What follows belongs to an exercise in optimizing a design on an open flow for small area and a short achievable clock period; a production flow would make more cautious choices.
Function was checked by simulation only, so behaviour that the tests miss may differ from the original.
No activity file was given, so power comes from the tool's default toggle rates.

<file path="design/flow/run.sh">
#!/bin/bash
# synth_recipe.tcl (not shown) runs the flow's synth.tcl, then flattens the netlist and writes it again
# the make line also repeats each setting of config.mk as NAME=value (left out here)
make -C /OpenROAD-flow-scripts/flow DESIGN_CONFIG=/design/flow/config.mk WORK_HOME=/design/flow/orfs CLKGATE_MAP_FILE= SYNTH_SCRIPT=/design/flow/synth_recipe.tcl finish
</file>
<file path="design/flow/config.mk">
export PLATFORM = sky130hd
export DESIGN_NAME = tinyalu
export DESIGN_NICKNAME = tinyalu
export VERILOG_FILES = /design/flow/design.v
export SDC_FILE = /design/flow/constraint.sdc
export NUM_CORES = 4
export LEC_CHECK = 0
export CAP_MARGIN = 20
export CORE_MARGIN = 2
export CORE_UTILIZATION = 40
export SLEW_MARGIN = 20
</file>
<file path="design/flow/constraint.sdc">
create_clock -name core_clock -period 4.2 [get_ports {clk}]
set_input_delay 0.8400 -clock core_clock [delete_from_list [all_inputs] [get_ports {clk}]]
set_output_delay 0.8400 -clock core_clock [all_outputs]
set_load 0.01 [all_outputs]
</file>
<file path="design/flow/design.v">
typedef enum logic [2:0] {OP_AND=3'h3, OP_ADD=3'h2, OP_XOR=3'h4, OP_MULT=3'h1, OP_NULL=3'h0} opcode;
`timescale 1 ns / 1 ps
module tinyalu (
	input  [7:0]  A,
	input  [7:0]  B,
	input  [2:0]  op,
	input         clk,
	input         reset_n,
	input         start,
	output        done,
	output [15:0] result
);
wire [15:0] 		result_aax, result_mult;
wire 				start_single, start_mult;
wire 				done_aax, done_mult;
assign start_single = start && ((op == OP_AND) || (op == OP_ADD) || (op == OP_XOR));
assign start_mult   = start && (op == OP_MULT);
single_cycle and_add_xor (
	.A,
	.B,
	.op,
	.clk,
	.reset_n,
	.start (start_single),
	.done  (done_aax    ),
	.result(result_aax  )
);
three_cycle mult (
	.A,
	.B,
	.op,
	.clk,
	.reset_n,
	.start (start_mult ),
	.done  (done_mult  ),
	.result(result_mult)
);
assign done = (op == OP_MULT) ? done_mult : done_aax;
assign result = (op == OP_MULT) ? result_mult :  result_aax;
endmodule
module single_cycle (
	input        [7:0]  A,
	input        [7:0]  B,
	input        [2:0]  op,
	input               clk,
	input               reset_n,
	input               start,
	output logic        done,
	output logic [15:0] result
);
always @(posedge clk) begin
	if (!reset_n) begin
		result <= '0;
	end else begin
		case(op)
			OP_ADD : result <= A + B;
			OP_AND : result <= A & B;
			OP_XOR : result <= A ^ B;
		endcase  
	end
end
always @(posedge clk) begin
	if (!reset_n) begin
		done <= 1'b0;
	end else begin
		done <=  ((start == 1'b1) && (op != OP_NULL));
	end
end
endmodule : single_cycle
module three_cycle (
	input        [7:0]  A,
	input        [7:0]  B,
	input        [2:0]  op,
	input               clk,
	input               reset_n,
	input               start,
	output logic        done,
	output logic [15:0] result
);
logic [7:0] 	a_int, b_int;
logic [15:0]	mult1, mult2;
logic			done1, done2, done3;
always @(posedge clk)
	if (!reset_n) begin
		done  <= 1'b0;
		done3 <= 1'b0;
		done2 <= 1'b0;
		done1 <= 1'b0;
		a_int <= '0;
		b_int <= '0;
		mult1 <= '0;
		mult2 <= '0;
		result<= '0;
	end else begin
		if (start) begin
			a_int  <= A;
			b_int  <= B;
			mult1  <= a_int * b_int;
			mult2  <= mult1;
			result <= mult2;
			done3  <= start & !done;
			done2  <= done3 & !done;
			done1  <= done2 & !done;
			done   <= done1 & !done;
		end
	end
endmodule : three_cycle
</file>
==> results.py <==
metrics = {
    "placement": {
        "dp.final_hpwl_um": 10490,
        "post-place-ws_ps": -106.8,
        "gp_congestion": 0.8846,
        "port_buffers": 38,
        "place_inst": 892,
    },
    "floorplanning": {
        "core_mm2": 0.01437,
        "num_io_pins": 39,
        "die_y_um": 124.6,
        "die_w_um": 124.6,
        "initial_core_util_pct": 40.46,
        "die_area_mm2": 0.01552,
        "rows": 44,
    },
    "worst_setup_path": {
        "r2r_slack_ps": 150,
        "cp.required_ps": 4490,
        "criticalPathCategory": "register to register",
        "arrival_ps": 4330,
        "cp-start-kind": "register",
        "r2r_start": "mult.b_int[4]$_SDFFE_PN0P_",
        "path_max_fanout": 9,
        "reg2reg_to": "mult.mult1[15]$_SDFFE_PN0P_",
        "end_kind": "register",
        "rr_worst_depth": 14,
    },
    "logic_synthesis": {
        "synth_area_mm2": 0.005814,
        "yosysWarnings": 2,
        "synth_xor_area_share_pct": 0.6025,
        "synth_enable_flop_cells": 0,
        "synth-seq-cells": 78,
        "syn-num-nets": 785,
        "async_flop_share_pct": 0,
        "yosys-top-cells-area": "dfxtp_1 27%, fa_1 13%, ha_1 9.5%, nand2_1 9.2%, a21boi_0 6.8%",
        "syn_area_per_cell_um2": 8.525,
        "synth_top_family_by_area": "simple AND/OR/NAND/NOR gates",
        "synth_compound_area_share_pct": 18.03,
        "synth.top_cell.area_share_pct": 26.86,
        "synthAdderAreaFrac_pct": 22.21,
        "synthMuxAreaShare_pct": 3.013,
        "synth_top_cell_by_area": "dfxtp_1",
        "synth-simple-area-share_pct": 23.20,
        "syn-instance-count": 682,
        "synthFlopType": "dfxtp_1",
        "synth_cell_types": 66,
        "synth-seq-area-share_pct": 26.86,
    },
    "detailed_routing": {
        "routed_wl_um": 13800,
        "drt_iter0_drc": 201,
        "met2_length_um": 6543,
        "vias": 4792,
        "drc_errors": 0,
        "via_per_inst": 5.278,
        "ant_nets": 0,
        "met3_length_um": 440,
        "met1_length_um": 6667,
        "avgRoutedWirePerCell_um": 15.20,
        "dr.pass1.iters": 5,
        "top_layer_used": "met4",
    },
    "flow_run": {
        "cap_violations": 0,
    },
    "sta": {
        "rsz0062_at_grt": "false",
        "fmax_mhz": 247.1,
        "skew_ps": 5.081,
        "finalHoldViolations": 0,
        "setup_viol": 0,
        "drv_slew": 0,
        "worst_pin_slew_ps": 852.6,
        "fin_crit_ps": 4047,
        "setup_slack_ps": 152.8,
        "final.period_utilization_pct": 96.36,
        "maxSlewHeadroom_pct": 43.05,
    },
    "hold_path": {
        "hold_depth": 2,
        "min_path_type": "register to register",
        "holdPathEnd": "mult.mult1[0]$_SDFFE_PN0P_",
        "min_from": "mult.mult1[0]$_SDFFE_PN0P_",
    },
    "power_and_ir_drop": {
        "powerDensity_mw_per_mm2": 254.2,
        "p_leak_nw": 2.862,
        "max-vdd-ir-drop_uv": 187.9,
    },
    "cts": {
        "cts_tree": "built",
        "root_buffer": "clkbuf_16",
        "cts_max_path_buffers": 2,
        "cts_setup_buffers": 0,
        "clock_sinks": 78,
        "clk_latency_ps": 340,
        "cts_buffers": 9,
        "htree_levels": 3,
        "path_clk_slew_ps": 70,
    },
    "global_routing": {
        "overflow": 0,
        "grt_pass1_vias": 4551,
        "track_usage_pct": 17.87,
        "grt_max_degree": 59,
        "grt_pass1_wl_um": 22880,
        "antenna_found_initial": 0,
    },
    "final_layout": {
        "area_growth_pct": 17.04,
        "nets": 822,
        "fillCellCount": 1416,
        "final_cells": 908,
        "drive_gt1_share_pct": 10.50,
        "antenna_cells": 0,
    },
    "status": {
        "status": "complete, no violations",
    },
}
-- power breakdown --
part	internal [W]	switching, W
logic	0.0000942	0.000104
registers	0.000752	0.0000152
clock network	0.000427	0.000338
-- sequential cells by signal, indices dropped and copies added, names as in the netlist, 8 cells and up --
register,flops
and_add_xor.result,9
mult.a_int,8
mult.b_int,8
mult.mult1,16
mult.mult2,16
mult.result,16
-- Yosys cell counts, types with 2 or more instances --
master / count
buf_4: 3
a21o_1: 6
o21ai_1: 2
nand3b_1: 3
a22oi_1: 3
nor3_1: 10
o21ai_0: 14
a211oi_1: 4
a21boi_0: 53
nand2b_1: 3
o21a_1: 8
inv_1: 52
nand3_1: 12
buf_2: 16
nor4_1: 2
o211a_1: 3
ha_1: 44
o22ai_1: 2
a31oi_1: 3
nor2_1: 10
o211ai_1: 6
clkbuf_1: 12
a21oi_1: 15
dfxtp_1: 78
xor2_1: 3
o31ai_1: 4
fa_1: 37
or4b_1: 2
nand4_1: 3
mux2i_1: 4
o311ai_0: 2
and3_1: 3
mux2_2: 12
nand2_1: 143
nor2b_1: 10
and2_1: 63
a22o_1: 2
o221ai_1: 2
-- worst max-delay path, stage by stage (launching register included) --
cell and delay (ps):
dfxtp_2 420, nand2_1 110, fa_1 510, fa_1 500
inv_1 60, fa_1 580, inv_1 80, fa_1 540
inv_1 60, ha_4 270, a21o_1 190, nand2_2 100
a31oi_2 130, a311o_1 380, nand2_1 60
-- metal layers --
layer  vias to the layer above  global-route usage [%]
met5                         -                       0
met4                         0                   4.825
met3                        10                   2.921
met2                        86                   28.13
met1                      2317                   25.46
li1                       2379                       -
-- cell families after synthesis --
family | after synthesis
compound gates | 144
xor+xnor | 4
fa+ha+maj | 81
buf+inv | 84
flops | 78
mux | 16
simple gates | 275
-- worst max-delay path by stage --
| stage | slack, ps | depth (start not counted) | startpoint | endpoint |
|---|---|---|---|---|
| 2_1_floorplan | 210 | 13 | mult.b_int[7]$_SDFFE_PN0P_ | mult.mult1[15]$_SDFFE_PN0P_ |
| 3_3_place_gp | 4 | 14 | mult.b_int[4]$_SDFFE_PN0P_ | mult.mult1[15]$_SDFFE_PN0P_ |
| 3_5_place_dp | -110 | 14 | mult.b_int[4]$_SDFFE_PN0P_ | mult.mult1[15]$_SDFFE_PN0P_ |
| 4_1_cts | 1 | 14 | mult.b_int[7]$_SDFFE_PN0P_ | mult.mult1[15]$_SDFFE_PN0P_ |
| 5_1_grt | 30 | 13 | mult.b_int[4]$_SDFFE_PN0P_ | mult.mult1[15]$_SDFFE_PN0P_ |
| 6_report | 150 | 14 | mult.b_int[4]$_SDFFE_PN0P_ | mult.mult1[15]$_SDFFE_PN0P_ |
-- through the flow --
stage / hold WS, ps / TNS, ps / util [%] / area (µm²) / total power (W)
global route: 465.0 / 0 / 47.36 / 6805 / 0.001797
CTS: 455.2 / 0 / 46.84 / 6730 / 0.001748
detailed placement: 446.9 / -160.5 / 44.73 / 6427 / 0.0009800
floorplan: 431.0 / 0 / - / 5814 / 0.0008998
finish: 454.4 / 0 / 47.36 / 6805 / 0.001730
global placement: 441.6 / 0 / 44.73 / 6427 / 0.0009785
-- layout by cell type (no fill, tap or decap), drive strengths merged, types with 12 or more instances in the layout --
master         count
inv               56
ha                44
fa                37
mux2              12
dfxtp             78
nand3             12
a21oi             15
and2              63
o21ai             17
nand2            143
clkdlybuf4s50     37
buf               21
a21boi            54
-- repair_timing --
item                       4_1_cts  5_1_grt
hold buffers                     0        0
setup endpoints to repair        5        8
pin swaps                        0        4
gates cloned                     0        0
gates resized for setup          5       17
-- area by class of cell --
type	instances	area [µm²]	share of cell area (%)
inverters	52	195.2	2.868
multi-input cells	520	3989	58.61
clock inverters	6	52.55	0.7722
flip-flops and latches	78	1574	23.13
repair buffers	58	525.5	7.722
clock buffers	10	239.0	3.512
well taps	184	230.2	3.383

[separate check: timing with driven ports]
The flow's constraints put no driver on any port. The routed layout listed below was extracted and timed again, unchanged, in two steps.
Step 1 (the two cells are an assumption about what drives the block):
set clk [get_ports {clk}]
set_driving_cell -lib_cell sky130_fd_sc_hd__clkbuf_16 $clk
set_driving_cell -lib_cell sky130_fd_sc_hd__buf_2 [delete_from_list [all_inputs] $clk]
Step 2 adds t to the input delays and takes it off the output delays; t is the mean of the earliest and latest rising clock arrival at the registers after step 1. Input paths then give back, and output paths get back, about the clock's delay inside the block.
Slacks: ideal ports / drivers / drivers and shift; pairs: ideal ports / drivers.
t, ns: 0.377
slack for setup (ns): 0.153 / 0.153 / 0.153
hold WS [ns]: 0.454 / 0.454 / 0.454
worst register clock-pin slew, ns: 0.07 / 0.07
After both steps setup and hold are still met in this run. The setup slack of this run moves by 0.000 ns with the drivers and by 0.000 ns with both steps.
